Background: an optimization exercise with open tools, aiming at small area. Do not read the settings as production practice.
Only simulation tests tie the RTL to the original design; equivalence was not proved.

==> design/flow/design.v <==
module eptAV (
	input  wire        ept_clock,
	input  wire        ept_reset,
	input  wire [7:0]  ept_address,
	input  wire [31:0] ept_writedata,
	output wire [31:0] ept_readdata,
	input  wire        ept_chipselect,
	input  wire        ept_write,
	input  wire        ept_irc,
	output wire        ept_status,
	output wire [6:0]  ept_ramaddress_exp,
	output wire [31:0] ept_ramwritedata_exp,
	input  wire [31:0] ept_ramreaddata_exp,
	output wire        ept_ramwrite_exp
);
	localparam [2:0] S_IDLE = 3'd0, S_WATCH = 3'd1, S_EXC = 3'd2, S_SUM = 3'd3,
	                 S_DONE = 3'd4, S_STR = 3'd5, S_SUMX = 3'd6, S_STRX = 3'd7;
	wire write = ept_chipselect & ept_write;
	wire hi    = ept_address[7];
	wire [3:0] lo = ept_address[3:0];
	wire regsel = hi & (ept_address[6:4] == 3'b000);
	wire wr_clo   = write & regsel & (lo == 4'h0);
	wire wr_chi   = write & regsel & (lo == 4'h1);
	wire wr_start = write & regsel & (lo == 4'h3);
	wire wr_stop  = write & regsel & (lo == 4'h4);
	wire wr_task  = write & regsel & (lo == 4'h5);
	wire wr_ofs   = write & regsel & (lo == 4'h6);
	wire wr_isr   = write & regsel & (lo == 4'h7);
	wire wr_csave = write & regsel & (lo == 4'h8);
	wire wr_crest = write & regsel & (lo == 4'h9);
	wire softReset = write & regsel & (lo == 4'hb) & ept_writedata[0];
	reg        startReg, stopReg, isrHReg, csaveHReg, crestHReg, executedReg;
	reg [7:0]  taskIDReg, offsetReg;
	reg [2:0]  state;
	reg        taskActD, taskSlotOkD;                  
	reg [6:0]  ramAddressReg, taskAddressReg;
	reg        taskStartC, taskStopC, irqStartC, isrStartC, isrStopC,
	           csaveStartC, csaveStopC, crestStartC, crestStopC;
	reg        irqD, isrD, csaveD, crestD;
	reg [31:0] startTs, partTime, elapsed;
	reg [39:0] counter;
	wire idle  = (state == S_IDLE);
	wire watch = (state == S_WATCH);
	wire exc   = (state == S_EXC);
	wire store = (state == S_STR) | (state == S_STRX);
	wire done  = (state == S_DONE);
	wire taskStartTick  = taskIDReg[7] & ~taskActD;
	wire taskStopTick   = ~taskIDReg[7] & taskActD;
	wire irqStartTick   = ept_irc & ~irqD;
	wire isrStartTick   = isrHReg & ~isrD;
	wire isrStopTick    = ~isrHReg & isrD;
	wire csaveStartTick = csaveHReg & ~csaveD;
	wire csaveStopTick  = ~csaveHReg & csaveD;
	wire crestStartTick = crestHReg & ~crestD;
	wire crestStopTick  = ~crestHReg & crestD;
	wire wAct     = watch & ~stopReg;
	wire evIrq    = wAct & irqStartC;
	wire wTask    = wAct & ~irqStartC;
	wire evTStart = wTask & taskStartC;
	wire evTStop  = wTask & taskStopC;
	wire evCsS    = exc & csaveStartC;
	wire evCsE    = exc & csaveStopC;
	wire evIsS    = exc & isrStartC;
	wire evIsE    = exc & isrStopC;
	wire evCrS    = exc & crestStartC;
	wire evCrE    = exc & crestStopC;
	wire excMeas  = evCsS | evCsE | evIsE | evCrE;
	wire [7:0]  ofsN = ~(offsetReg & {8{~evIrq}});      
	wire [31:0] rs, rc;
	genvar i;
	generate for (i = 0; i < 32; i = i + 1) begin : g_row
		if (i < 8) begin : f
			assign rs[i] = counter[i] ^ ~startTs[i] ^ ofsN[i];
			assign rc[i] = (counter[i] & ~startTs[i]) | (ofsN[i] & (counter[i] | ~startTs[i]));
		end else begin : h
			assign rs[i] = counter[i] ^ startTs[i];        
			assign rc[i] = counter[i] | ~startTs[i];
		end
	end
	endgenerate
	wire [31:0] sumE, sumP;
	bkadd32 addE (.a(rs), .b({rc[30:0], 1'b1}), .ci(1'b1), .s(sumE));
	reg         convS;                                    
	wire [31:0] opA = store ? ept_ramreaddata_exp : partTime;
	wire [31:0] opB = convS ? ~startTs : elapsed;
	bkadd32 addP (.a(opA), .b(opB), .ci(1'b0), .s(sumP));
	wire [31:0] ramSum = sumP;
	wire [39:0] counterInc;
	wire [4:0]  byteOnes;
	wire [5:0]  byteCarry;
	assign byteCarry[0] = ~idle & ~(wr_clo | wr_chi);       
	generate for (i = 0; i < 5; i = i + 1) begin : g_inc
		wire [8:0] c;
		assign c[0] = byteCarry[i];
		genvar k;
		for (k = 0; k < 8; k = k + 1) begin : b
			assign counterInc[8*i+k] = counter[8*i+k] ^ c[k];
			assign c[k+1] = counter[8*i+k] & c[k];
		end
		assign byteOnes[i] = &counter[8*i+7:8*i];
		assign byteCarry[i+1] = byteCarry[i] & byteOnes[i];
	end
	endgenerate
	reg [6:0] ramAddressNext;
	always @* begin
		ramAddressNext = ramAddressReg;
		if (evTStop) ramAddressNext = taskSlotOkD ? taskAddressReg : 7'h7B;
		if (evCsS) ramAddressNext = 7'h7C;
		if (evCsE) ramAddressNext = 7'h7D;
		if (evIsE) ramAddressNext = 7'h7E;
		if (evCrE) ramAddressNext = 7'h7F;
	end
	reg [2:0] stateNext;
	always @* begin
		case (state)
			S_IDLE:  stateNext = startReg ? S_WATCH : S_IDLE;
			S_WATCH: stateNext = stopReg ? S_DONE : irqStartC ? S_EXC : taskStopC ? S_SUM : S_WATCH;
			S_EXC:   stateNext = evCrE ? S_SUM : excMeas ? S_SUMX : S_EXC;
			S_SUM:   stateNext = S_STR;
			S_SUMX:  stateNext = S_STRX;
			S_STR:   stateNext = S_WATCH;
			S_STRX:  stateNext = S_EXC;
			default: stateNext = S_IDLE;    
		endcase
	end
	always @(posedge ept_clock, posedge ept_reset) begin
		if (ept_reset) begin
			startReg <= 0; stopReg <= 0; isrHReg <= 0; csaveHReg <= 0; crestHReg <= 0; executedReg <= 0;
			taskIDReg <= 0; offsetReg <= 0;
			state <= S_IDLE; taskActD <= 0;
			ramAddressReg <= 0;
			taskStartC <= 0; taskStopC <= 0; irqStartC <= 0; isrStartC <= 0; isrStopC <= 0;
			csaveStartC <= 0; csaveStopC <= 0; crestStartC <= 0; crestStopC <= 0;
			irqD <= 0; isrD <= 0; csaveD <= 0; crestD <= 0;
		end else if (softReset) begin
			startReg <= 0; stopReg <= 0; isrHReg <= 0; csaveHReg <= 0; crestHReg <= 0; executedReg <= 0;
			taskIDReg <= 0; offsetReg <= 0;
			state <= S_IDLE; taskActD <= 0;
			ramAddressReg <= 0;
			taskStartC <= 0; taskStopC <= 0; irqStartC <= 0; isrStartC <= 0; isrStopC <= 0;
			csaveStartC <= 0; csaveStopC <= 0; crestStartC <= 0; crestStopC <= 0;
			irqD <= 0; isrD <= 0; csaveD <= 0; crestD <= 0;
		end else begin
			if (wr_start) startReg  <= ept_writedata[0];
			if (wr_stop)  stopReg   <= ept_writedata[0];
			if (wr_task)  taskIDReg <= ept_writedata[7:0];
			if (wr_ofs)   offsetReg <= ept_writedata[7:0];
			if (wr_isr)   isrHReg   <= ept_writedata[0];
			if (wr_csave) csaveHReg <= ept_writedata[0];
			if (wr_crest) crestHReg <= ept_writedata[0];
			if (done) executedReg <= ~executedReg;
			state <= stateNext;
			taskActD    <= taskIDReg[7];
			ramAddressReg <= ramAddressNext;
			taskStartC  <= taskStartTick  | (taskStopC & ~evTStart);
			taskStopC   <= taskStopTick   | (taskStopC & ~evTStop);
			irqStartC   <= irqStartTick   | (irqStartC & ~evIrq);
			isrStartC   <= isrStartTick   | (isrStartC & ~evIsS);
			isrStopC    <= isrStopTick    | (isrStopC & ~evIsE);
			csaveStartC <= csaveStartTick | (csaveStartC & ~evCsS);
			csaveStopC  <= csaveStopTick  | (csaveStopC & ~evCsE);
			crestStartC <= crestStartTick | (crestStartC & ~evCrS);
			crestStopC  <= crestStopTick  | (crestStopC & ~evCrE);
			irqD <= ept_irc; isrD <= isrHReg; csaveD <= csaveHReg; crestD <= crestHReg;
		end
	end
	wire capSev = evIrq | evTStart | evCsS | evIsS | evCrS | evCrE;
	wire capS   = ~softReset & capSev;
	wire cnvS   = ~softReset & convS;
	wire holdS  = ~softReset & ~capSev & ~convS;
	wire ldE    = ~softReset & (evTStop | excMeas);
	wire holdE  = ~softReset & ~(evTStop | excMeas);
	wire clr    = softReset | (idle & startReg);
	wire ldLo   = ~clr & wr_clo;
	wire keepLo = ~clr & ~wr_clo;
	wire ldHi   = ~clr & wr_chi;
	wire keepHi = ~clr & ~wr_chi;
	always @(posedge ept_clock, posedge ept_reset) begin
		if (ept_reset) begin
			startTs <= 0; elapsed <= 0; counter <= 0; convS <= 0;
		end else begin
			convS    <= evCrE & ~softReset;
			startTs  <= (counter[31:0] & {32{capS}}) | (~sumP & {32{cnvS}}) | (startTs & {32{holdS}});
			elapsed  <= (sumE & {32{ldE}}) | (elapsed & {32{holdE}});
			counter[31:0]  <= (ept_writedata & {32{ldLo}}) | (counterInc[31:0] & {32{keepLo}});
			counter[39:32] <= (ept_writedata[7:0] & {8{ldHi}}) | (counterInc[39:32] & {8{keepHi}});
		end
	end
	always @(posedge ept_clock) begin
		taskSlotOkD <= ~(&taskIDReg[6:2]);
		if (taskStartTick) taskAddressReg <= taskIDReg[6:0];
		if (evIrq)      partTime <= sumE;
		else if (evCsE) partTime <= sumP;
	end
	wire ready = idle;
	wire direct = ready & ~hi;
	assign ept_status = ready;
	assign ept_ramaddress_exp   = direct ? ept_address[6:0] : (idle ? 7'h00 : ramAddressNext);
	assign ept_ramwrite_exp     = direct ? write : store;
	assign ept_ramwritedata_exp = ready ? ept_writedata : ramSum;
	wire selRam = ~hi & ready;
	wire [10:0] sel;
	generate for (i = 0; i < 11; i = i + 1) begin : g_sel
		assign sel[i] = regsel & (lo == i);
	end
	endgenerate
	wire [31:0] rdCounter = counter[31:0] & {32{sel[0]}};
	wire [7:0]  rdByte    = (counter[39:32] & {8{sel[1]}}) | (taskIDReg & {8{sel[5]}}) | (offsetReg & {8{sel[6]}});
	wire        rdFlag    = (ready & sel[2]) | (startReg & sel[3]) | (stopReg & sel[4]) | (isrHReg & sel[7]) |
	                        (csaveHReg & sel[8]) | (crestHReg & sel[9]) | (executedReg & sel[10]);
	assign ept_readdata = (ept_ramreaddata_exp & {32{selRam}}) | rdCounter | {24'h0, rdByte} | {31'h0, rdFlag};
endmodule
module bkadd32 (
	input  wire [31:0] a,
	input  wire [31:0] b,
	input  wire        ci,
	output wire [31:0] s
);
	wire [31:0] p = a ^ b;
	reg  [31:0] gg, pp;
	integer i, d;
	always @* begin
		gg = a & b;
		pp = p;
		gg[0] = gg[0] | (pp[0] & ci);
		for (d = 1; d < 32; d = d * 2)
			for (i = 2 * d - 1; i < 32; i = i + 2 * d) begin
				gg[i] = gg[i] | (pp[i] & gg[i-d]);
				pp[i] = pp[i] & pp[i-d];
			end
		for (d = 8; d >= 1; d = d / 2)
			for (i = 3 * d - 1; i < 32; i = i + 2 * d) begin
				gg[i] = gg[i] | (pp[i] & gg[i-d]);
				pp[i] = pp[i] & pp[i-d];
			end
	end
	assign s = p ^ {gg[30:0], ci};
endmodule
==> design/flow/flow/run.sh <==
#!/bin/bash
# Layout flow:
#  1. the standard synthesis (standard.sh synth), unchanged;
#  2. the combinational cells of that netlist re-mapped by Yosys/ABC for area (flow/remap.abc);
#     the flip-flops (and tie cells) are kept as they are, with their names and cell types;
#  3. the rest of the standard flow (standard.sh finish) on that netlist, with port buffers
#     of the smallest buffer cell (buf_1) and clock tree synthesis without dummy loads, with
#     clkbuf_8 leaf buffers under a clkbuf_16 root.
# Logs: run.log (this script), standard_synth.log, remap_yosys.log, standard.log, and ORFS's
# per-step logs under orfs/logs.
exec > run.log 2>&1
set -x
export BUFFER_PORTS_ARGS="-buffer_cell sky130_fd_sc_hd__buf_1"
export CTS_ARGS="-sink_clustering_enable -repair_clock_nets -dont_use_dummy_load -buf_list sky130_fd_sc_hd__clkbuf_8 -root_buf sky130_fd_sc_hd__clkbuf_16 -sink_clustering_size 16 -sink_clustering_max_diameter 60"
bash standard.sh synth > standard_synth.log 2>&1 || exit 1
R=orfs/results/$FLOW_PLATFORM/eptAV/base
LIB=$FLOW_HOME/platforms/sky130hd/lib/sky130_fd_sc_hd__tt_025C_1v80.lib
cp $R/1_2_yosys.v std_1_2_yosys.v
KEEP=$(grep -o "sky130_fd_sc_hd__[a-z0-9_]*" std_1_2_yosys.v | sort -u | grep -E "__(df|edf|sdf|sedf|dl|conb)" | tr '\n' ' ')
DU=$(grep -o "\-dont_use [a-z0-9_*]*" orfs/logs/$FLOW_PLATFORM/eptAV/base/1_2_yosys.log | sort -u | tr '\n' ' ')
cat > remap.ys <<EOY
read_liberty -ignore_miss_func $LIB
read_verilog std_1_2_yosys.v
hierarchy -top $FLOW_TOP
blackbox $KEEP
flatten
opt_clean
abc -liberty $LIB $DU -script flow/remap.abc
opt_clean
setundef -zero
hilomap -singleton -hicell sky130_fd_sc_hd__conb_1 HI -locell sky130_fd_sc_hd__conb_1 LO
splitnets
opt_clean -purge
insbuf -buf sky130_fd_sc_hd__buf_4 A X
stat -liberty $LIB
write_verilog -noattr -nohex -nodec remapped.v
EOY
yosys -l remap_yosys.log -s remap.ys > /dev/null 2>&1 || exit 1
cp remapped.v $R/1_2_yosys.v
rm -f $R/1_synth.odb $R/1_synth.sdc
bash standard.sh finish > standard.log 2>&1
echo "standard.sh exit $?"
==> design/flow/flow/remap.abc <==
strash
&get -n
&fraig -x
&put
scorr
dc2
strash
&get -n
&dch -f
&nf -a
&put
topo
stime -c
buffer -c
upsize -c
dnsize -c
==> design/flow/standard.sh <==
#!/bin/bash
# synth_recipe.tcl (not shown) runs the flow's synth.tcl, then flattens the netlist and writes it again
# the make line also repeats each setting of config.mk as NAME=value (left out here)
make -C /OpenROAD-flow-scripts/flow DESIGN_CONFIG=/design/flow/config.mk WORK_HOME=/design/flow/orfs CLKGATE_MAP_FILE= SYNTH_SCRIPT=/design/flow/synth_recipe.tcl "${@:-finish}"
==> design/flow/config.mk <==
export PLATFORM = sky130hd
export DESIGN_NAME = eptAV
export DESIGN_NICKNAME = eptAV
export VERILOG_FILES = /design/flow/design.v
export SDC_FILE = /design/flow/constraint.sdc
export NUM_CORES = 4
export LEC_CHECK = 0
export CAP_MARGIN = 20
export CORE_MARGIN = 2
export CORE_UTILIZATION = 40
export SLEW_MARGIN = 20
==> design/flow/constraint.sdc <==
create_clock -name core_clock -period 8.0 [get_ports {ept_clock}]
set_input_delay 1.6000 -clock core_clock [delete_from_list [all_inputs] [get_ports {ept_clock}]]
set_output_delay 1.6000 -clock core_clock [all_outputs]
set_load 0.01 [all_outputs]
==> results.yml, run 1 <==
run_status:
  status: "finished clean"
cells_and_area:
  stdcell_count: 2038
  diodes: 0
  drive_gt1_share_pct: 5.20
  nets: 1715
  fill_cells: 3198
  area_delta_synth_final_pct: 9.79
grt:
  grt_overflow_total: 0
  grt_pass1_wl_mm: 62.5
  track_usage_pct: 24.2
  grt_pass1_vias: 10989
  antenna_found_initial: 0
  grt_max_degree: 96
setup_path:
  worst_r2r_path_depth: 15
  worstReg2RegStart: "convS$_DFF_PP0_"
  rrSetupSlack_ps: 2640
  cp.buffers_inverters: 2
  arrival_ps: 5890
  crit_chain: "buf_1 -> and3b_1 -> a2111oi_4 -> maj3_4 -> a211oi_2 -> o41ai_4 -> o31ai_2 -> o31a_1 -> o41a_1 -> nor4_4 -> o2111ai_2 -> a211oi_2 -> o21ai_1 -> and3_1 -> o31ai_1 -> buf_1"
  cp.required_ps: 6400
  r2r_end: "partTime[31]$_DFFE_PP_"
  slowest_stage: "o41a_1"
  crit_type: "input port to output port"
  start_kind: "input port"
  path_max_fanout: 4
  max_stage_delay_ps: 540
  endpoint_kind: "output port"
  path_delay_family: "compound AO/OA/AOI/OAI gates"
sta:
  maxSlewViolCount: 0
  max_slew_margin_pct: 28.4
  fmax_ghz: 0.134
  finalHoldViolCount: 0
  fin_tns_setup_ps: 0
  setup_ws_ps: 510
  tightest_slew_ps: 1070
  finalSetupViolations: 0
  fin_crit_sh_pct: 93.6
  skew_ps: 38.5
  rsz0062_at_grt: "no"
  min_period_ps: 7490
drt:
  drt-total-wl_mm: 40.3
  drtPass1Iterations: 5
  drc_errors: 0
  post_drt_wl_per_cell_um: 19.8
  vias: 11661
  drt-initial-drc-count: 830
  final_antenna_net_count: 0
  viasPerCell: 5.72
min_path:
  holdCritStartpoint: "irqD$_DFF_PP0_"
  holdCritPathClass: "flip-flop to flip-flop"
  whs_endpoint: "irqStartC$_DFF_PP0_"
  hold_depth: 1
placed_design:
  hpwl_mm: 27.7
  place_inst: 2021
  portBuffers: 149
  place.gp.congestion: 0.880
  post-place-ws_ps: 547
die:
  ios: 150
  core_area_um2: 31600
  core.rowCount: 65
  fp.dieH_um: 183
  initial_utilization_pct: 40.5
  die_w_um: 183
  die-area_um2: 33400
cts:
  cts.repair.resized: 0
  cts_max_level: 4
  cts_root_buf: "clkbuf_16"
  cts_tree: "done"
  clk_pin_slew_ps: 90
  cts_setup_buffers: 0
  clockBufferDepth: 2
  cts-buffers-inserted: 17
  cts_sinks: 191
  postCtsHoldBufs: 0
  clock_latency_ps: 420
synthesis:
  avgSynthCellArea_um2: 8.46
  synth_nets: 1589
  yosys_warnings: 2
  syn_area_um2: 12800
  synthCells: 1512
job:
  maxCapViolations: 0
[metrics by stage]
step	instance area, µm²	hold WS, ps	util, %
final	14000	449	44.5
after global placement	13800	433	43.7
after floorplan	12800	410	-
after detailed placement	13800	439	43.7
after global routing	14000	476	44.5
after CTS	14000	447	44.5
[cell usage in the layout, fill, tap and decap left out, types with 18 or more instances in the layout]
cell type / n
nand2_1: 199
o21ai_0: 76
dfrtp_1: 150
a21o_1: 18
nor2_1: 173
buf_1: 149
xnor2_1: 69
and2_1: 21
nand3_1: 18
inv_1: 30
nor3_1: 32
edfxtp_1: 39
a22oi_1: 42
mux2i_1: 34
a22o_1: 58
nor2b_1: 47
buf_4: 21
nand2b_1: 34
a21oi_1: 156
xor2_1: 55
[routing by layer]
metal	share of wire (%)	wire length (µm)	track usage, %	up-vias
li1	-	-	-	5613
met1	46	18700	33.5	5691
met2	47	19100	40.1	304
met3	4.0	1600	2.76	53
met4	2.3	942	7.01	0
met5	0	0	0	-
[worst max path at each step]
stage / start / end / slack, ps / cells past startpoint
final: ept_ramreaddata_exp[0] / ept_ramwritedata_exp[30] / 510 / 16
after global routing: ept_ramreaddata_exp[0] / ept_ramwritedata_exp[30] / 270 / 16
after CTS: ept_ramreaddata_exp[0] / ept_ramwritedata_exp[30] / 520 / 16
after detailed placement: ept_ramreaddata_exp[0] / ept_ramwritedata_exp[30] / 550 / 16
after global placement: ept_ramreaddata_exp[0] / ept_ramwritedata_exp[30] / 560 / 16
after floorplan: convS$_DFF_PP0_ / ept_ramwritedata_exp[30] / 1060 / 14
[worst register-to-register path: stages, from the launching register on]
cell and delay [ps]:
dfrtp_2 1000, nor2_1 220, a2111oi_4 310, maj3_4 270, a211oi_2 110, o41ai_4 490
o31ai_2 150, o31a_1 380, o41a_1 540, nor4_4 390, o2111ai_2 240, a211oi_2 280
o21ai_1 140, a21o_1 220, nand3_1 170, a21bo_1 230
[layout make-up]
| class | instances | area, µm² | share of cell area (%) |
|---|---|---|---|
| sequential | 191 | 4970 | 35.4 |
| clock buffer | 17 | 245 | 1.75 |
| multi-input combinational | 1226 | 7480 | 53.3 |
| tap | 402 | 503 | 3.58 |
| timing repair buffer | 170 | 717 | 5.11 |
| inverter | 32 | 125 | 0.891 |
[state kept, by name (all words and copies together) (netlist names), 3 cells and up]
signal and cells:
state 3, offsetReg 8, counter 40, taskAddressReg 7, partTime 32, elapsed 32, taskIDReg 8, startTs 32
ramAddressReg 7
==> inputs of run 2 (changes only) <==
--- a/design/flow/flow/run.sh
+++ b/design/flow/flow/run.sh
@@ -2,5 +2,6 @@
 # Layout flow:
 #  1. the standard synthesis (standard.sh synth), unchanged;
-#  2. the combinational cells of that netlist re-mapped by Yosys/ABC for area (flow/remap.abc);
+#  2. the combinational cells of that netlist re-mapped by Yosys/ABC for area (flow/remap.abc,
+#     area-only mapping; the timing repair of the standard flow then restores timing);
 #     the flip-flops (and tie cells) are kept as they are, with their names and cell types;
 #  3. the rest of the standard flow (standard.sh finish) on that netlist, with port buffers
==> design/flow/flow/remap.abc (replaced) <==
strash
&get -n
&fraig -x
&put
scorr
dc2
strash
dch -f
amap
topo
--- a/design/flow/config.mk
+++ b/design/flow/config.mk
@@ -6,6 +6,6 @@
 export NUM_CORES = 4
 export LEC_CHECK = 0
-export CAP_MARGIN = 20
+export CAP_MARGIN = 10
 export CORE_MARGIN = 2
-export CORE_UTILIZATION = 40
-export SLEW_MARGIN = 20
+export CORE_UTILIZATION = 32
+export SLEW_MARGIN = 10
==> results.yml, run 2 <==
run_status:
  status: "finished clean"
placed_design:
  portBuffers: 149
  hpwl_mm: 29.1
  place.gp.congestion: 0.875
  place_inst: 2207
  post-place-ws_ps: -616
setup_path:
  start_kind: "input port"
  cp.required_ps: 6400
  crit_top_cell: "nor2_1"
  crit_type: "input port to output port"
  slowest_stage: "or4b_4"
  max_stage_delay_ps: 510
  arrival_ps: 6190
  path_max_fanout: 3
  rrSetupSlack_ps: 1550
  endpoint_kind: "output port"
cells_and_area:
  nets: 1845
  area_delta_synth_final_pct: 18.5
  diodes: 0
  largest-register: "counter"
  final_cell_mix: "286 x nor2_1, 216 x clkinv_1, 176 x nand2_1"
  final_common_cell: "nor2_1"
  largest_register_ffs: 40
  final_core_utilization_pct: 38.6
  fill_cells: 3721
  stdcell_count: 2227
  drive_gt1_share_pct: 7.25
sta:
  maxSlewViolCount: 0
  fin_crit_sh_pct: 97.3
  max_slew_margin_pct: 20.6
  min_period_ps: 7790
  tightest_slew_ps: 1180
  skew_ps: 39.0
  setup_ws_ps: 213
  holdWs_ps: 450
  fmax_ghz: 0.128
  finalSetupViolations: 0
  finalHoldViolCount: 0
cts:
  clk_pin_slew_ps: 90
  cts_sinks: 191
  clockBufferDepth: 2
  clock_latency_ps: 410
  postCtsHoldBufs: 0
  cts-buffers-inserted: 17
  cts_max_level: 4
  cts_tree: "done"
  cts_root_buf: "clkbuf_16"
drt:
  drt-total-wl_mm: 42.1
  post_drt_wl_per_cell_um: 18.9
  vias: 12514
  drt-initial-drc-count: 1395
  drtPass1Iterations: 5
  final_antenna_net_count: 0
  viasPerCell: 5.62
  drc_errors: 0
synthesis:
  synthCells: 1527
  synth_nets: 1604
  yosys_warnings: 2
  avgSynthCellArea_um2: 7.63
  syn_area_um2: 11600
die:
  fp.dieH_um: 195
  initial_utilization_pct: 32.6
  core.rowCount: 69
  core_area_um2: 35700
  die_w_um: 195
  die-area_um2: 37900
  ios: 150
grt:
  grt_pass1_wl_mm: 65.9
  grt_overflow_total: 0
  grt_max_degree: 102
  grt_pass1_vias: 11844
  track_usage_pct: 22.0
  antenna_found_initial: 2
job:
  maxCapViolations: 0
min_path:
  holdCritPathClass: "flip-flop to flip-flop"
## run 2: metal layers
| metal | vias to the layer above | share of wire [%] | global-route usage, % | routed length (µm) |
|---|---|---|---|---|
| li1 | 6083 | - | - | - |
| met5 | - | 0.055 | 0 | 23 |
| met1 | 5890 | 45 | 30.7 | 18900 |
| met3 | 66 | 6.6 | 2.92 | 2780 |
| met4 | 4 | 2.4 | 6.79 | 1010 |
| met2 | 471 | 46 | 35.4 | 19300 |
## run 2: path summary, 6_finish.rpt
path / startpoint / to / cells after the start
setup / recovery: ept_ramreaddata_exp[0] / ept_ramwritedata_exp[31] / 33
hold / removal: taskIDReg[5]$_DFFE_PP0P_ / taskAddressReg[5]$_DFFE_PP_ / 0
setup reg to reg: state[1]$_DFF_PP0_ / partTime[31]$_DFFE_PP_ / 31
hold reg to reg: taskIDReg[5]$_DFFE_PP0P_ / taskAddressReg[5]$_DFFE_PP_ / 0
max in group asynchronous: ept_reset / startTs[16]$_DFF_PP0_ / 3
min in group asynchronous: ept_reset / irqD$_DFF_PP0_ / 2
## run 2: repair_timing
action,in CTS,in global routing
setup endpoints to repair,3,6
setup buffers,2,1
gates resized for setup,21,18
pin swaps,9,9
## run 2: cell type report
type	count	area, µm²	area share, %
multi-input cells	1118	6070	44.0
repair buffers	222	1120	8.10
clock buffers	17	245	1.78
flip-flops and latches	191	4970	36.0
well taps	461	577	4.18
inverters	218	823	5.97
## run 2: critical path, delay by kind of cell
family,cells,cell delay (ps)
AO/OA/AOI/OAI,10,1300
buffers and inverters,7,1000
AND/OR/NAND/NOR,16,2290
## run 2: through the flow
step	TNS (ps)	instance area, µm²
floorplan	0	11600
global placement	-892	13400
detailed placement	-1190	13400
CTS	0	13700
global route	-94.9	13800
finish	0	13800
==> inputs of run 3 (changes only) <==
==> design/flow/flow/remap.abc (replaced) <==
strash
&get -n
&fraig -x
&put
scorr
dc2
strash
dch -f
amap -m -Q 0.3
topo
--- a/design/flow/config.mk
+++ b/design/flow/config.mk
@@ -8,4 +8,4 @@
 export CAP_MARGIN = 10
 export CORE_MARGIN = 2
-export CORE_UTILIZATION = 32
+export CORE_UTILIZATION = 40
 export SLEW_MARGIN = 10
==> results.yml, run 3 <==
cts:
  clk_pin_slew_ps: 90
  postCtsHoldBufs: 0
  cts_max_level: 4
  cts_tree: "done"
  cts_root_buf: "clkbuf_16"
  cts-buffers-inserted: 17
  cts_sinks: 191
  clockBufferDepth: 2
  clock_latency_ps: 410
setup_path:
  rrSetupSlack_ps: 1650
  arrival_ps: 6130
  cp.required_ps: 6400
  crit_top_cell: "buf_4"
  slowest_stage: "or4_4"
  start_kind: "input port"
  max_stage_delay_ps: 490
  path_max_fanout: 4
  endpoint_kind: "output port"
  crit_type: "input port to output port"
cells_and_area:
  regArea_um2: 4970
  diodes: 0
  final_cell_mix: "237 x nor2_1, 214 x clkinv_1, 171 x o22ai_1"
  nets: 1735
  largest_register_ffs: 40
  area_delta_synth_final_pct: 17.3
  final_area_um2: 13700
  drive_gt1_share_pct: 7.43
  final_common_cell: "nor2_1"
  multi_input_area_um2: 6080
  fill_cells: 2930
  largest-register: "counter"
sta:
  maxSlewViolCount: 0
  setup_ws_ps: 273
  min_period_ps: 7730
  max_slew_margin_pct: 11.8
  finalHoldViolCount: 0
  skew_ps: 44.2
  fmax_ghz: 0.129
  tightest_slew_ps: 1320
  finalSetupViolations: 0
  rsz0062_at_grt: "no"
  fin_tns_setup_ps: 0
  fin_crit_sh_pct: 96.6
min_path:
  holdCritPathClass: "flip-flop to flip-flop"
grt:
  grt_pass1_vias: 11521
  busiest_layer: "met2"
  use_met3_pct: 3.83
  met1_usage_pct: 37.9
  antenna_found_initial: 0
  track_usage_pct: 27.2
  grt_overflow_total: 0
  grtUsageMet2_pct: 44.2
  grt_pass1_wl_mm: 65.0
  grt_max_degree: 90
die:
  initial_utilization_pct: 40.6
  ios: 150
  core.rowCount: 62
  core_area_um2: 28700
  fp.dieH_um: 175
  die_w_um: 175
  die-area_um2: 30500
run_status:
  status: "finished clean"
drt:
  drt-total-wl_mm: 41.8
  drt-initial-drc-count: 1080
  final_antenna_net_count: 0
  vias: 12205
  post_drt_wl_per_cell_um: 20.5
  drtPass1Iterations: 5
  drc_errors: 0
  viasPerCell: 5.98
synthesis:
  yosys_warnings: 2
  syn_area_um2: 11700
  avgSynthCellArea_um2: 8.19
  synth_nets: 1501
  synthCells: 1424
placed_design:
  place.gp.congestion: 0.874
  placed_area_um2: 13200
  hpwl_mm: 28.0
  portBuffers: 149
  post-place-ws_ps: -321
job:
  maxCapViolations: 0
==> run 3: repair_timing <==
action | 4_1_cts | 5_1_grt
pin swaps | 3 | 18
buffers inserted | 0 | 2
resized for setup | 10 | 31
endpoints found under the setup margin | 2 | 7
==> run 3: metal layers <==
layer	vias to the layer above	share of wire [%]	wire length [µm]
met1	5845	45	18700
met3	50	6.7	2800
met2	459	47	19500
met4	0	2.0	842
met5	-	0	0
li1	5851	-	-
==> run 3: layout make-up <==
class | instances | area share, %
clock buffers | 17 | 1.79
inverters | 217 | 5.99
multi-input cells | 1016 | 44.5
flip-flops and latches | 191 | 36.3
well taps | 384 | 3.51
repair buffers | 215 | 7.89
==> run 3: final timing paths <==
path	startpoint	end	cells after the start
worst max-delay path	ept_ramreaddata_exp[0]	ept_ramwritedata_exp[31]	29
worst min-delay path	irqD$_DFF_PP0_	irqStartC$_DFF_PP0_	1
worst max register to register	state[2]$_DFF_PP0_	counter[39]$_DFF_PP0_	42
worst min register to register	irqD$_DFF_PP0_	irqStartC$_DFF_PP0_	1
max in group asynchronous	ept_reset	elapsed[25]$_DFF_PP0_	3
min in group asynchronous	ept_reset	counter[35]$_DFF_PP0_	2
==> run 3: worst max-delay path: cells and delay by family <==
kind            cells  cell delay, ps
simple gates       10            1830
compound gates     12            1740
buf+inv             7             950
==> run 3: through the flow <==
stage	hold WS [ps]	util [%]	cells
after floorplan	415	-	1424
final	418	47.6	2040
after global placement	422	46.0	2020
after global routing	430	47.6	2040
after detailed placement	430	46.0	2020
after CTS	420	47.0	2037
==> inputs of run 4 (changes only) <==
==> design/flow/flow/remap.abc (replaced) <==
strash
&get -n
&fraig -x
&put
scorr
dc2
strash
dch -f
amap
topo
--- a/design/flow/config.mk
+++ b/design/flow/config.mk
@@ -6,4 +6,5 @@
 export NUM_CORES = 4
 export LEC_CHECK = 0
+export ABC_AREA = 1
 export CAP_MARGIN = 10
 export CORE_MARGIN = 2
==> results.yml, run 4 <==
setup_path:
  rrSetupSlack_ps: 710
  slowest_stage: "a22o_1"
  endpoint_kind: "output port"
  worstReg2RegStart: "state[1]$_DFF_PP0_"
  crit_type: "input port to output port"
  crit_top_cell: "o21ai_2"
  r2r_end: "partTime[31]$_DFFE_PP_"
  arrival_ps: 6820
  cp.required_ps: 6400
  start_kind: "input port"
  worst_r2r_path_depth: 47
  path_max_fanout: 4
  max_stage_delay_ps: 250
synthesis:
  synth_nets: 1566
  avgSynthCellArea_um2: 7.72
  yosys_warnings: 2
  syn_area_um2: 11500
  synthCells: 1489
drt:
  post_drt_wl_per_cell_um: 18.5
  vias: 12305
  drt-total-wl_mm: 39.8
  drc_errors: 0
  drtPass1Iterations: 5
  viasPerCell: 5.73
  final_antenna_net_count: 0
  drt-initial-drc-count: 1048
cells_and_area:
  drive_gt1_share_pct: 11.7
  largest_register_ffs: 40
  stdcell_count: 2149
  largest-register: "counter"
  area_delta_synth_final_pct: 21.8
  final_common_cell: "nor2_1"
  nets: 1844
  final_cell_mix: "233 x nor2_1, 206 x clkinv_1, 183 x o22ai_1"
  diodes: 0
  final_area_um2: 14000
cts:
  cts_sinks: 191
  clk_pin_slew_ps: 100
  cts_root_buf: "clkbuf_16"
  cts-buffers-inserted: 17
  clockBufferDepth: 2
  postCtsHoldBufs: 0
  cts_max_level: 4
  clock_latency_ps: 390
  cts_tree: "done"
placed_design:
  hpwl_mm: 27.2
  place_inst: 2107
  place.gp.congestion: 0.878
  portBuffers: 149
  placed_area_um2: 13300
  post-place-ws_ps: -897
run_status:
  violatedChecks: "setup timing"
  status: "failed layout checks"
grt:
  grt_pass1_vias: 11665
  grt_max_degree: 92
  grt_overflow_total: 0
  grt_pass1_wl_mm: 62.8
  antenna_found_initial: 0
  track_usage_pct: 26.3
min_path:
  whs_endpoint: "taskAddressReg[5]$_DFFE_PP_"
  hold_depth: 0
  holdCritPathClass: "flip-flop to flip-flop"
  holdCritStartpoint: "taskIDReg[5]$_DFFE_PP0P_"
sta:
  skew_ps: 36.1
  min_period_ps: 8420
  maxSlewViolCount: 0
  fin_crit_sh_pct: 105
  fmax_ghz: 0.119
  finalHoldViolCount: 0
  rsz0062_at_grt: "yes"
  fin_tns_setup_ps: -766
  tightest_slew_ps: 1170
  finalSetupViolations: 3
  max_slew_margin_pct: 21.6
  setup_ws_ps: -418
die:
  initial_utilization_pct: 40.4
  die_w_um: 173
  fp.dieH_um: 173
  die-area_um2: 30100
  core_area_um2: 28500
  core.rowCount: 62
  ios: 150
job:
  maxCapViolations: 0
==> run 4: changes by cell type in the layout (fill, tap and decap cells not counted), moves of 12 or more <==
cell	delta
nand2_1	+66
o21ai_0	+57
o2bb2ai_1	-50
buf_4	+44
a222oi_1	-26
a221o_1	+18
a22o_1	+17
a221oi_1	-16
nor2b_1	+16
a2bb2oi_1	-15
o22ai_1	+12
xnor2_1	-12
==> run 4: worst max-delay path by stage <==
stage	from	to	slack, ps	cells past startpoint
global route	ept_ramreaddata_exp[0]	ept_ramwritedata_exp[31]	-880	49
floorplan	ept_ramreaddata_exp[0]	ept_ramwritedata_exp[30]	-30	46
detailed placement	ept_ramreaddata_exp[0]	ept_ramwritedata_exp[31]	-900	49
CTS	ept_ramreaddata_exp[0]	ept_ramwritedata_exp[31]	-290	49
global placement	ept_ramreaddata_exp[0]	ept_ramwritedata_exp[31]	-790	49
finish	ept_ramreaddata_exp[0]	ept_ramwritedata_exp[31]	-420	49
==> run 4: layout make-up <==
class                      instances  area (µm²)
timing repair buffer             259        1400
clock buffer                      17         245
tap                              384         480
multi-input combinational       1086        6090
fill                            2919       14500
sequential                       191        4970
inverter                         212         808
==> run 4: timing repair <==
item / in CTS / in global routing
gates resized for setup: 30 / 52
pin swaps: 34 / 9
endpoints found under the setup margin: 10 / 24
hold endpoints to repair: 0 / 0
setup buffers: 11 / 14
cloned: 0 / 0
==> run 4: metrics by stage <==
step           hold slack, ps  util, %
2_1_floorplan             415        -
3_3_place_gp              428     46.7
3_5_place_dp              434     46.7
4_1_cts                   456     48.2
5_1_grt                   470     49.1
6_report                  450     49.1
==> run 4: layer usage <==
layer	routed length, µm	vias up	GRT usage [%]
met3	2270	47	3.73
met4	784	0	5.97
met2	19200	405	45.1
li1	-	5984	-
met1	17500	5869	35.4
met5	0	-	0
==> run 4: critical path, delay by kind of cell <==
kind                   cells  cell delay (ps)
buffers and inverters      5              550
AOI/OAI and AO/OA         21             2500
and+or+nand+nor           23             2160
==> inputs of run 5 (changes only) <==
--- a/design/flow/config.mk
+++ b/design/flow/config.mk
@@ -6,5 +6,4 @@
 export NUM_CORES = 4
 export LEC_CHECK = 0
-export ABC_AREA = 1
 export CAP_MARGIN = 10
 export CORE_MARGIN = 2
==> results.yml, run 5 <==
job:
  maxCapViolations: 0
setup_path:
  max_stage_delay_ps: 510
  cp-startpoint: "ept_ramreaddata_exp[0]"
  crit_type: "input port to output port"
  path_max_fanout: 4
  cp.buffers_inverters: 5
  start_kind: "input port"
  cp.required_ps: 6400
  worstReg2RegStart: "state[0]$_DFF_PP0_"
  worst_r2r_path_depth: 44
  slowest_stage: "or4b_4"
  endpoint_kind: "output port"
  r2r_end: "counter[39]$_DFF_PP0_"
  rrSetupSlack_ps: 1740
  path_delay_family: "simple AND/OR/NAND/NOR gates"
  crit_top_cell: "nor2_1"
  arrival_ps: 5910
placed_design:
  post-place-ws_ps: -203
  hpwl_mm: 27.8
  portBuffers: 149
  place.gp.congestion: 0.901
  placed_area_um2: 13100
  place_inst: 2114
drt:
  drt-initial-drc-count: 1073
  vias: 12404
  drc_errors: 0
  viasPerCell: 5.81
  final_antenna_net_count: 0
  post_drt_wl_per_cell_um: 18.6
  drt-total-wl_mm: 39.7
  drtPass1Iterations: 7
run_status:
  status: "finished clean"
cts:
  cts_max_level: 4
  cts-buffers-inserted: 17
  cts_sinks: 191
  cts_root_buf: "clkbuf_16"
  clock_latency_ps: 400
  cts_tree: "done"
  clockBufferDepth: 2
  clk_pin_slew_ps: 70
  postCtsHoldBufs: 0
die:
  core.rowCount: 62
  die-area_um2: 30500
  initial_utilization_pct: 40.6
  die_w_um: 175
  core_area_um2: 28700
  ios: 150
  fp.dieH_um: 175
sta:
  finalHoldViolCount: 0
  fin_tns_setup_ps: 0
  maxSlewViolCount: 0
  min_period_ps: 7510
  setup_ws_ps: 493
  max_slew_margin_pct: 20.4
  holdWs_ps: 451
  fin_crit_sh_pct: 93.8
  skew_ps: 42.4
  tightest_slew_ps: 1190
  finalSetupViolations: 0
  rsz0062_at_grt: "no"
  fmax_ghz: 0.133
cells_and_area:
  final_core_utilization_pct: 47.2
  largest-register: "counter"
  drive_gt1_share_pct: 6.11
  fill_cells: 2988
  nets: 1830
  stdcell_count: 2136
  final_cell_mix: "289 x nor2_1, 216 x clkinv_1, 178 x nand2_1"
  largest_register_ffs: 40
  final_common_cell: "nor2_1"
  final_area_um2: 13500
  area_delta_synth_final_pct: 16.3
synthesis:
  syn_area_um2: 11600
  synthCells: 1527
  avgSynthCellArea_um2: 7.63
  synth_nets: 1604
  yosys_warnings: 2
min_path:
  holdCritStartpoint: "irqD$_DFF_PP0_"
  holdCritPathClass: "flip-flop to flip-flop"
  whs_endpoint: "irqStartC$_DFF_PP0_"
  hold_depth: 1
grt:
  grt_pass1_wl_mm: 63.3
  grt_max_degree: 104
  grt_overflow_total: 0
  grt_pass1_vias: 11822
  antenna_found_initial: 0
  track_usage_pct: 26.1
## run 5: worst max-delay path by stage
stage,cells past startpoint,to,slack [ps]
2_1_floorplan,22,ept_ramwritedata_exp[31],110
3_3_place_gp,31,ept_ramwritedata_exp[31],-150
3_5_place_dp,31,ept_ramwritedata_exp[31],-200
4_1_cts,30,ept_ramwritedata_exp[31],30
5_1_grt,31,ept_ramwritedata_exp[31],50
6_report,31,ept_ramwritedata_exp[31],490
## run 5: what timing repair did
item | 4_1_cts | 5_1_grt
buffers inserted | 0 | 4
endpoints found under the setup margin | 2 | 6
gates resized for setup | 4 | 24
pin swaps | 0 | 9
## run 5: layer usage
| layer | GRT usage, % | wire length (µm) | vias to the layer above |
|---|---|---|---|
| met1 | 35.4 | 17700 | 5889 |
| met3 | 4.37 | 2470 | 49 |
| met2 | 43.1 | 18900 | 417 |
| met5 | 0 | 0 | - |
| met4 | 7.33 | 653 | 0 |
| li1 | - | - | 6049 |
## run 5: worst register-to-register path: cells and delay by family, from the launching register on
kind,cells,cell delay (ps)
and+or+nand+nor,35,4680
AOI/OAI and AO/OA,3,370
buffers and inverters,6,650
DFF,1,410
## run 5: layout make-up
class	instances	area [µm²]	area share, %
inverter	218	827	6.11
multi-input combinational	1118	6020	44.5
timing repair buffer	207	997	7.36
sequential	191	4970	36.7
clock buffer	17	245	1.81
tap	384	480	3.55
antenna	1	2.50	0.0185
==> inputs of run 6 (changes only) <==
==> design/flow/flow/remap.abc (replaced) <==
strash
&get -n
&fraig -x
&put
scorr
dc2
strash
dch -f
amap -F 3 -A 10
topo
--- a/design/flow/config.mk
+++ b/design/flow/config.mk
@@ -8,4 +8,4 @@
 export CAP_MARGIN = 10
 export CORE_MARGIN = 2
-export CORE_UTILIZATION = 40
+export CORE_UTILIZATION = 45
 export SLEW_MARGIN = 10
==> results.yml, run 6 <==
setup_path:
  path_delay_family: "compound AO/OA/AOI/OAI gates"
  crit_type: "input port to output port"
  cp.required_ps: 6400
  max_stage_delay_ps: 390
  slowest_stage: "a311o_1"
  path_max_fanout: 4
  start_kind: "input port"
  endpoint_kind: "output port"
  arrival_ps: 6050
  crit_cells: 28
  cp.buffers_inverters: 4
  crit_top_cell: "nor2_1"
  worst_r2r_path_depth: 30
drt:
  drt-initial-drc-count: 1109
  drc_errors: 0
  drtPass1Iterations: 8
  top_layer_used: "met4"
  met1Wirelength_mm: 17.6
  vias: 12431
  viasPerCell: 6.00
  post_drt_wl_per_cell_um: 19.2
  final_antenna_net_count: 0
  drt-total-wl_mm: 39.7
  wl_met2_mm: 18.1
  wl_met3_mm: 3.20
grt:
  grt_pass1_vias: 11612
  grt_overflow_total: 0
  grt_pass1_wl_mm: 62.0
  antenna_found_initial: 0
  track_usage_pct: 29.7
  grt_max_degree: 83
synthesis:
  syn_area_um2: 11600
  synth_nets: 1592
  synthCells: 1515
  avgSynthCellArea_um2: 7.65
  yosys_warnings: 2
cells_and_area:
  fill_cells: 2501
  largest-register: "counter"
  final_core_utilization_pct: 53.2
  final_common_cell: "nor2_1"
  stdcell_count: 2071
  largest_register_ffs: 40
  drive_gt1_share_pct: 6.20
  area_delta_synth_final_pct: 15.8
  diodes: 0
  final_cell_mix: "281 x nor2_1, 200 x clkinv_1, 185 x o22ai_1"
  nets: 1820
die:
  ios: 150
  die-area_um2: 27100
  fp.dieH_um: 165
  initial_utilization_pct: 45.9
  core_area_um2: 25300
  die_w_um: 165
  core.rowCount: 58
min_path:
  hold_depth: 1
  holdCritPathClass: "flip-flop to flip-flop"
sta:
  finalSetupViolations: 0
  min_period_ps: 7650
  fmax_ghz: 0.131
  max_slew_margin_pct: 30.9
  fin_crit_sh_pct: 95.7
  fin_tns_setup_ps: 0
  skew_ps: 46.9
  maxSlewViolCount: 0
  tightest_slew_ps: 1030
  finalHoldViolCount: 0
placed_design:
  place_inst: 2054
  place.gp.congestion: 0.902
  hpwl_mm: 27.5
  portBuffers: 149
cts:
  clockBufferDepth: 2
  cts_max_level: 4
  cts-buffers-inserted: 17
  cts_setup_buffers: 0
  cts_root_buf: "clkbuf_16"
  clock_latency_ps: 400
  postCtsHoldBufs: 0
  cts_tree: "done"
  clk_pin_slew_ps: 100
  cts_sinks: 191
run_status:
  status: "finished clean"
job:
  maxCapViolations: 0
run 6: worst paths after layout:
check | from | endpoint | slack, ps
min in group asynchronous | ept_reset | isrHReg$_DFFE_PP0P_ | 1350
max in group asynchronous | ept_reset | convS$_DFF_PP0_ | 5070
worst max-delay path | ept_ramreaddata_exp[0] | ept_ramwritedata_exp[31] | 350
worst min register to register | csaveD$_DFF_PP0_ | csaveStartC$_DFF_PP0_ | 470
worst min-delay path | csaveD$_DFF_PP0_ | csaveStartC$_DFF_PP0_ | 470
worst max register to register | state[0]$_DFF_PP0_ | partTime[31]$_DFFE_PP_ | 1040
run 6: worst register-to-register path, delay by kind of cell (launching register included):
family	cells	cell delay (ps)
AO/OA/AOI/OAI	11	2580
buffers and inverters	5	930
flip-flops	1	400
AND/OR/NAND/NOR	14	2790
run 6: repair_timing:
action,in CTS,in global routing
setup endpoints to repair,2,9
resized for setup,4,19
pin swaps,1,1
gates cloned,0,0
run 6: layer usage:
layer,global-route usage [%],vias to the layer above
met1,41.3,5866
met3,5.75,56
met5,0,-
met4,9.68,0
met2,46.9,496
li1,-,6013
run 6: through the flow:
stage	hold slack [ps]	setup slack (ps)	area [µm²]
after floorplan	415	28.5	11600
after global placement	440	-68.0	13100
after detailed placement	442	-204	13100
after CTS	466	20.1	13300
after global routing	515	-2.15	13400
final	466	347	13400
run 6: final cells by class:
type	instances	area [µm²]	area share, %
multi-input cells	1122	6020	44.9
flip-flops and latches	191	4970	37.0
repair buffers	209	1010	7.52
inverters	202	763	5.68
well taps	330	413	3.08
clock buffers	17	245	1.83
==> inputs of run 7 (changes only) <==
--- a/design/flow/config.mk
+++ b/design/flow/config.mk
@@ -6,6 +6,7 @@
 export NUM_CORES = 4
 export LEC_CHECK = 0
+export ABC_AREA = 1
 export CAP_MARGIN = 10
 export CORE_MARGIN = 2
-export CORE_UTILIZATION = 45
+export CORE_UTILIZATION = 40
 export SLEW_MARGIN = 10
==> results.yml, run 7 <==
synthesis:
  syn_area_um2: 11300
  synthCells: 1450
  avgSynthCellArea_um2: 7.81
  synth_nets: 1527
  yosys_warnings: 2
die:
  initial_utilization_pct: 40.7
  ios: 150
  core.rowCount: 61
  core_area_um2: 27900
  fp.dieH_um: 172
  die-area_um2: 29700
  die_w_um: 172
cts:
  clockBufferDepth: 2
  cts_root_buf: "clkbuf_16"
  cts-buffers-inserted: 17
  cts_tree: "done"
  clock_latency_ps: 410
  clk_pin_slew_ps: 90
  cts_max_level: 4
  cts_sinks: 191
  postCtsHoldBufs: 0
setup_path:
  cp.required_ps: 6400
  endpoint_kind: "output port"
  path_delay_family: "compound AO/OA/AOI/OAI gates"
  start_kind: "input port"
  max_stage_delay_ps: 260
  crit_type: "input port to output port"
  crit_top_cell: "o21ai_2"
  slowest_stage: "a31o_1"
  arrival_ps: 6780
  cp.buffers_inverters: 5
  path_max_fanout: 4
  worst_r2r_path_depth: 44
  crit_cells: 38
drt:
  drt-initial-drc-count: 1219
  post_drt_wl_per_cell_um: 19.6
  final_antenna_net_count: 0
  viasPerCell: 5.88
  drc_errors: 0
  vias: 12257
  drt-total-wl_mm: 40.8
  drtPass1Iterations: 6
placed_design:
  portBuffers: 149
  post-place-ws_ps: -850
  hpwl_mm: 27.4
  place.gp.congestion: 0.875
cells_and_area:
  nets: 1787
  final_common_cell: "clkinv_1"
  final_cell_mix: "221 x clkinv_1, 195 x o22ai_1, 189 x nor2_1"
  diodes: 0
  largest_register_ffs: 40
  area_delta_synth_final_pct: 20.7
  final_core_utilization_pct: 49.1
  largest-register: "counter"
  drive_gt1_share_pct: 11.0
grt:
  antenna_found_initial: 0
  track_usage_pct: 27.5
  grtUsageMet2_pct: 46.0
  grt_pass1_vias: 11291
  grt_max_degree: 94
  busiest_layer: "met2"
  use_met3_pct: 3.41
  grt_overflow_total: 0
  grt_pass1_wl_mm: 62.1
  met1_usage_pct: 37.5
sta:
  fin_crit_sh_pct: 105
  maxSlewViolCount: 0
  setup_ws_ps: -380
  tightest_slew_ps: 1120
  finalSetupViolations: 3
  max_slew_margin_pct: 24.9
  rsz0062_at_grt: "yes"
  finalHoldViolCount: 0
  fmax_ghz: 0.119
  min_period_ps: 8380
  skew_ps: 37.2
min_path:
  holdCritPathClass: "flip-flop to flip-flop"
  hold_depth: 1
job:
  maxCapViolations: 0
run_status:
  status: "failed layout checks"
  violatedChecks: "setup timing"
-- run 7: path summary, 6_finish.rpt --
path,start,slack [ps],to
setup / recovery,ept_ramreaddata_exp[0],-380,ept_ramwritedata_exp[30]
hold / removal,irqD$_DFF_PP0_,450,irqStartC$_DFF_PP0_
setup reg to reg,state[2]$_DFF_PP0_,730,partTime[31]$_DFFE_PP_
hold reg to reg,irqD$_DFF_PP0_,450,irqStartC$_DFF_PP0_
max in group asynchronous,ept_reset,5290,counter[0]$_DFF_PP0_
min in group asynchronous,ept_reset,1360,crestD$_DFF_PP0_
-- run 7: final cells by class --
class | count | area [µm²]
Clock buffer | 17 | 245
Fill cell | 2834 | 14200
Inverter | 229 | 871
Multi-Input combinational cell | 1030 | 5850
Sequential cell | 191 | 4970
Tap cell | 378 | 473
Timing Repair Buffer | 241 | 1270
-- run 7: layer usage --
layer,wire [µm],vias up
met5,0,-
met4,977,0
met3,2900,69
met2,19000,495
met1,17900,5810
li1,-,5883
-- run 7: repair_timing --
item / in CTS / in global routing
setup endpoints to repair: 6 / 26
setup buffers: 12 / 7
hold endpoints to repair: 0 / 0
resized for setup: 24 / 41
pin swaps: 31 / 28
-- run 7: per-stage QoR --
stage / cells / hold slack, ps / cell area [µm²] / TNS, ps
6_report: 2086 / 447 / 13700 / -776
5_1_grt: 2086 / 468 / 13700 / -3270
4_1_cts: 2080 / 450 / 13500 / -1120
3_5_place_dp: 2051 / 431 / 13100 / -3110
3_3_place_gp: 2051 / 422 / 13100 / -2510
2_1_floorplan: 1450 / 415 / 11400 / -6.13
==> inputs of run 8 (changes only) <==
--- a/design/flow/config.mk
+++ b/design/flow/config.mk
@@ -6,5 +6,4 @@
 export NUM_CORES = 4
 export LEC_CHECK = 0
-export ABC_AREA = 1
 export CAP_MARGIN = 10
 export CORE_MARGIN = 2
==> results.yml, run 8 <==
setup_path:
  cp-startpoint: "ept_ramreaddata_exp[0]"
  path_delay_family: "compound AO/OA/AOI/OAI gates"
  endpoint_kind: "output port"
  arrival_ps: 6090
  crit_top_cell: "nor2_1"
  start_kind: "input port"
  crit_type: "input port to output port"
  cp.buffers_inverters: 5
  max_stage_delay_ps: 370
  slowest_stage: "a311o_1"
  worstReg2RegStart: "state[0]$_DFF_PP0_"
  path_max_fanout: 4
  cp.required_ps: 6400
cells_and_area:
  nets: 1820
  stdcell_count: 2125
  diodes: 0
  largest_register_ffs: 40
  drive_gt1_share_pct: 6.49
  final_cell_mix: "276 x nor2_1, 199 x clkinv_1, 185 x o22ai_1"
  largest-register: "counter"
  final_common_cell: "nor2_1"
  final_core_utilization_pct: 47.1
  fill_cells: 2917
  area_delta_synth_final_pct: 16.3
die:
  ios: 150
  die-area_um2: 30400
  fp.dieH_um: 174
  die_w_um: 174
  initial_utilization_pct: 40.5
  core_area_um2: 28600
  core.rowCount: 62
grt:
  grt_overflow_total: 0
  track_usage_pct: 26.6
  antenna_found_initial: 0
  grt_pass1_vias: 11653
  grt_pass1_wl_mm: 63.8
  grt_max_degree: 82
drt:
  post_drt_wl_per_cell_um: 19.1
  drt-initial-drc-count: 1221
  drtPass1Iterations: 6
  drt-total-wl_mm: 40.5
  drc_errors: 0
  final_antenna_net_count: 0
  viasPerCell: 5.84
  vias: 12405
sta:
  fmax_ghz: 0.130
  tightest_slew_ps: 995
  min_period_ps: 7690
  max_slew_margin_pct: 32.9
  skew_ps: 37.8
  rsz0062_at_grt: "no"
  fin_crit_sh_pct: 96.1
  setup_ws_ps: 312
  finalHoldViolCount: 0
  maxSlewViolCount: 0
  finalSetupViolations: 0
placed_design:
  hpwl_mm: 28.5
  place.gp.congestion: 0.883
  portBuffers: 149
  post-place-ws_ps: -385
  place_inst: 2108
cts:
  clockBufferDepth: 2
  clk_pin_slew_ps: 80
  cts_tree: "done"
  cts_sinks: 191
  clock_latency_ps: 400
  cts-buffers-inserted: 17
  cts_max_level: 4
  cts_root_buf: "clkbuf_16"
  cts_setup_buffers: 0
synthesis:
  avgSynthCellArea_um2: 7.65
  yosys_warnings: 2
  synthCells: 1515
  syn_area_um2: 11600
  synth_nets: 1592
job:
  maxCapViolations: 0
run_status:
  status: "finished clean"
min_path:
  holdCritStartpoint: "irqD$_DFF_PP0_"
  holdCritPathClass: "flip-flop to flip-flop"
run 8: final timing paths:
kind	endpoint	cells after the start	slack [ps]
setup / recovery	ept_ramwritedata_exp[31]	29	310
hold / removal	irqStartC$_DFF_PP0_	1	450
max in group asynchronous	convS$_DFF_PP0_	3	5090
min in group asynchronous	isrD$_DFF_PP0_	2	1370
setup reg to reg	partTime[31]$_DFFE_PP_	30	1220
hold reg to reg	irqStartC$_DFF_PP0_	1	450
run 8: through the flow:
step,instance area [µm²],setup TNS [ps],hold WS (ps)
floorplan,11600,0,415
global placement,13100,-483,439
detailed placement,13100,-746,429
CTS,13400,0,458
global route,13500,0,476
finish,13500,0,453
run 8: timing repair:
action / CTS / global route
pin swaps: 1 / 3
hold buffers: 0 / 0
setup endpoints to repair: 2 / 7
gates resized for setup: 5 / 23
run 8: metal layers:
metal	part of all wire [%]	vias to the layer above	track usage [%]	routed length, µm
li1	-	6029	-	-
met1	44	5849	37.3	18000
met2	47	466	43.4	19000
met3	6.4	61	2.73	2590
met4	2.3	0	8.02	949
met5	0	-	0	0
run 8: area by class of cell:
cell class                      instances  area [µm²]  area share (%)
Clock buffer                           17         245            1.82
Tap cell                              384         480            3.56
Timing Repair Buffer                  209        1010            7.49
Sequential cell                       191        4970            36.9
Inverter                              202         763            5.66
Multi-Input combinational cell       1122        6010            44.6
==> inputs of run 9 (changes only) <==
--- a/design/flow/flow/run.sh
+++ b/design/flow/flow/run.sh
@@ -40,4 +40,5 @@
 cp remapped.v $R/1_2_yosys.v
 rm -f $R/1_synth.odb $R/1_synth.sdc
-bash standard.sh finish > standard.log 2>&1
+DUL="$(echo "$DU" | sed 's/-dont_use //g') sky130_fd_sc_hd__buf_4 sky130_fd_sc_hd__buf_6 sky130_fd_sc_hd__buf_8 sky130_fd_sc_hd__buf_12 sky130_fd_sc_hd__buf_16"
+bash standard.sh DONT_USE_CELLS="$DUL" finish > standard.log 2>&1
 echo "standard.sh exit $?"
==> results.yml, run 9 <==
setup_path:
  start_kind: "input port"
  r2r_end: "partTime[31]$_DFFE_PP_"
  path_max_fanout: 3
  worst_r2r_path_depth: 29
  arrival_ps: 5980
  endpoint_kind: "output port"
  crit_type: "input port to output port"
  cp.required_ps: 6400
  rrSetupSlack_ps: 1020
  worstReg2RegStart: "state[0]$_DFF_PP0_"
cells_and_area:
  nets: 1815
  regArea_um2: 4970
  area_delta_synth_final_pct: 16.6
  final_cell_mix: "286 x nor2_1, 200 x clkinv_1, 187 x o22ai_1"
  fill_cells: 2902
  largest_register_ffs: 40
  multi_input_area_um2: 5980
  diodes: 0
  drive_gt1_share_pct: 2.53
  largest-register: "counter"
  final_common_cell: "nor2_1"
  final_area_um2: 13500
synthesis:
  syn_area_um2: 11600
  synthCells: 1515
  synth_nets: 1592
  avgSynthCellArea_um2: 7.65
  yosys_warnings: 2
die:
  ios: 150
  core.rowCount: 62
  die_w_um: 174
  fp.dieH_um: 174
  core_area_um2: 28600
  die-area_um2: 30400
  initial_utilization_pct: 40.5
cts:
  cts-buffers-inserted: 17
  clockBufferDepth: 2
  cts_setup_buffers: 0
  cts_root_buf: "clkbuf_16"
  cts_tree: "done"
  cts_max_level: 4
  clock_latency_ps: 410
  cts_sinks: 191
  clk_pin_slew_ps: 90
drt:
  final_antenna_net_count: 0
  drt-initial-drc-count: 1139
  wl_met3_mm: 2.66
  top_layer_used: "met4"
  drtPass1Iterations: 8
  vias: 12347
  drt-total-wl_mm: 40.3
  wl_met2_mm: 18.7
  drc_errors: 0
  post_drt_wl_per_cell_um: 19.0
  met1Wirelength_mm: 18.0
  viasPerCell: 5.82
grt:
  grt_pass1_wl_mm: 62.8
  grt_max_degree: 80
  grt_overflow_total: 0
  grt_pass1_vias: 11538
  antenna_found_initial: 0
  track_usage_pct: 26.2
sta:
  setup_ws_ps: 415
  tightest_slew_ps: 1160
  finalSetupViolations: 0
  holdWs_ps: 418
  fmax_ghz: 0.132
  min_period_ps: 7580
  max_slew_margin_pct: 22.6
  fin_crit_sh_pct: 94.8
  fin_tns_setup_ps: 0
  rsz0062_at_grt: "no"
  maxSlewViolCount: 0
  finalHoldViolCount: 0
  skew_ps: 44.8
job:
  maxCapViolations: 0
placed_design:
  hpwl_mm: 28.9
  place.gp.congestion: 0.894
  portBuffers: 149
  placed_area_um2: 13200
  post-place-ws_ps: 37.5
min_path:
  hold_depth: 1
  holdCritPathClass: "flip-flop to flip-flop"
  holdCritStartpoint: "irqD$_DFF_PP0_"
  whs_endpoint: "irqStartC$_DFF_PP0_"
run_status:
  status: "finished clean"
run 9: how the worst max path moves through the flow:
stage | start | endpoint | cells after the start
floorplan | convS$_DFF_PP0_ | ept_ramwritedata_exp[31] | 25
global placement | ept_ramreaddata_exp[0] | ept_ramwritedata_exp[31] | 26
detailed placement | ept_ramreaddata_exp[0] | ept_ramwritedata_exp[31] | 26
CTS | ept_ramreaddata_exp[0] | ept_ramwritedata_exp[31] | 26
global route | ept_ramreaddata_exp[0] | ept_ramwritedata_exp[31] | 26
finish | ept_ramreaddata_exp[0] | ept_ramwritedata_exp[29] | 25
run 9: layer usage:
metal	global-route usage [%]	vias up
li1	-	6022
met1	36.4	5833
met2	42.7	436
met3	3.72	56
met4	7.21	0
met5	0	-
run 9: metrics by stage:
stage | std cells | util [%]
after floorplan | 1515 | -
after global placement | 2103 | 46.2
after detailed placement | 2103 | 46.2
after CTS | 2120 | 47.0
after global routing | 2120 | 47.2
final | 2120 | 47.2
run 9: critical path, cell delays in order:
cell and delay [ps]:
buf_1 160, o22ai_1 140, nor3_1 270, nor2_1 80, nor2_1 130, o21ai_1 120
nor2b_1 180, o41ai_2 270, nor2_1 110, nor2_1 100, nor2_1 60, nor4b_2 310
a31oi_2 160, nor2_1 230, a31oi_2 140, nor3_2 270, a211oi_2 120, nor4_2 260
a311o_1 300, dlygate4sd1_1 260, a21oi_1 90, nor2_1 100, a21oi_1 70, o22ai_1 250
buf_1 190
run 9: area by class of cell:
type | count | area share [%]
multi-input combinational | 1122 | 44.2
sequential | 191 | 36.8
timing repair buffer | 204 | 8.03
inverter | 202 | 5.64
tap | 384 | 3.55
clock buffer | 17 | 1.81
run 9: what timing repair did:
item | CTS | global route
hold endpoints to repair | 0 | 0
setup endpoints to repair | 0 | 6
hold buffers | 0 | 0
gates resized for setup | 0 | 11

## port drivers added, routing unchanged
The flow's constraints put no driver on any port. The routed layouts listed below were extracted and timed again, unchanged, in two steps.
Step 1, drivers: a clkbuf_16 drives ept_clock and a buf_2 each remaining input, both assumed.
Step 2 adds t to the input delays and takes it off the output delays; t is the mean of the earliest and latest rising clock arrival at the registers after step 1. Input paths then give back, and output paths get back, about the clock's delay inside the block.
Slacks: ideal / step 1 / step 2; pairs: ideal / step 1.
| run | t (ns) | setup slack, ns | hold slack, ns | worst setup path after step 2 | pins driven straight from the clock port |
|---|---|---|---|---|---|
| run 1 | 0.446 | 0.510 / 0.483 / 0.483 | 0.449 / 0.449 / 0.449 | input to output | 1 |
| run 2 | 0.444 | 0.213 / 0.184 / 0.184 | 0.450 / 0.450 / 0.450 | input to output | 1 |
| run 3 | 0.436 | 0.273 / 0.236 / 0.236 | 0.418 / 0.418 / 0.418 | input to output | 1 |
| run 4 | 0.425 | -0.418 / -0.482 / -0.482 | 0.450 / 0.450 / 0.450 | input to output | 1 |
| run 5 | 0.430 | 0.493 / 0.452 / 0.408 | 0.451 / 0.451 / 0.451 | input to register | 1 |
| run 6 | 0.431 | 0.347 / 0.325 / 0.325 | 0.466 / 0.466 / 0.466 | input to output | 1 |
| run 7 | 0.438 | -0.380 / -0.437 / -0.437 | 0.447 / 0.447 / 0.447 | input to output | 1 |
| run 8 | 0.435 | 0.312 / 0.291 / 0.291 | 0.453 / 0.453 / 0.453 | input to output | 1 |
| run 9 | 0.440 | 0.415 / 0.392 / 0.392 | 0.418 / 0.418 / 0.418 | input to output | 1 |
The setup slack of run 5, which loses most, moves by -0.041 ns with the drivers and by -0.085 ns with both steps.
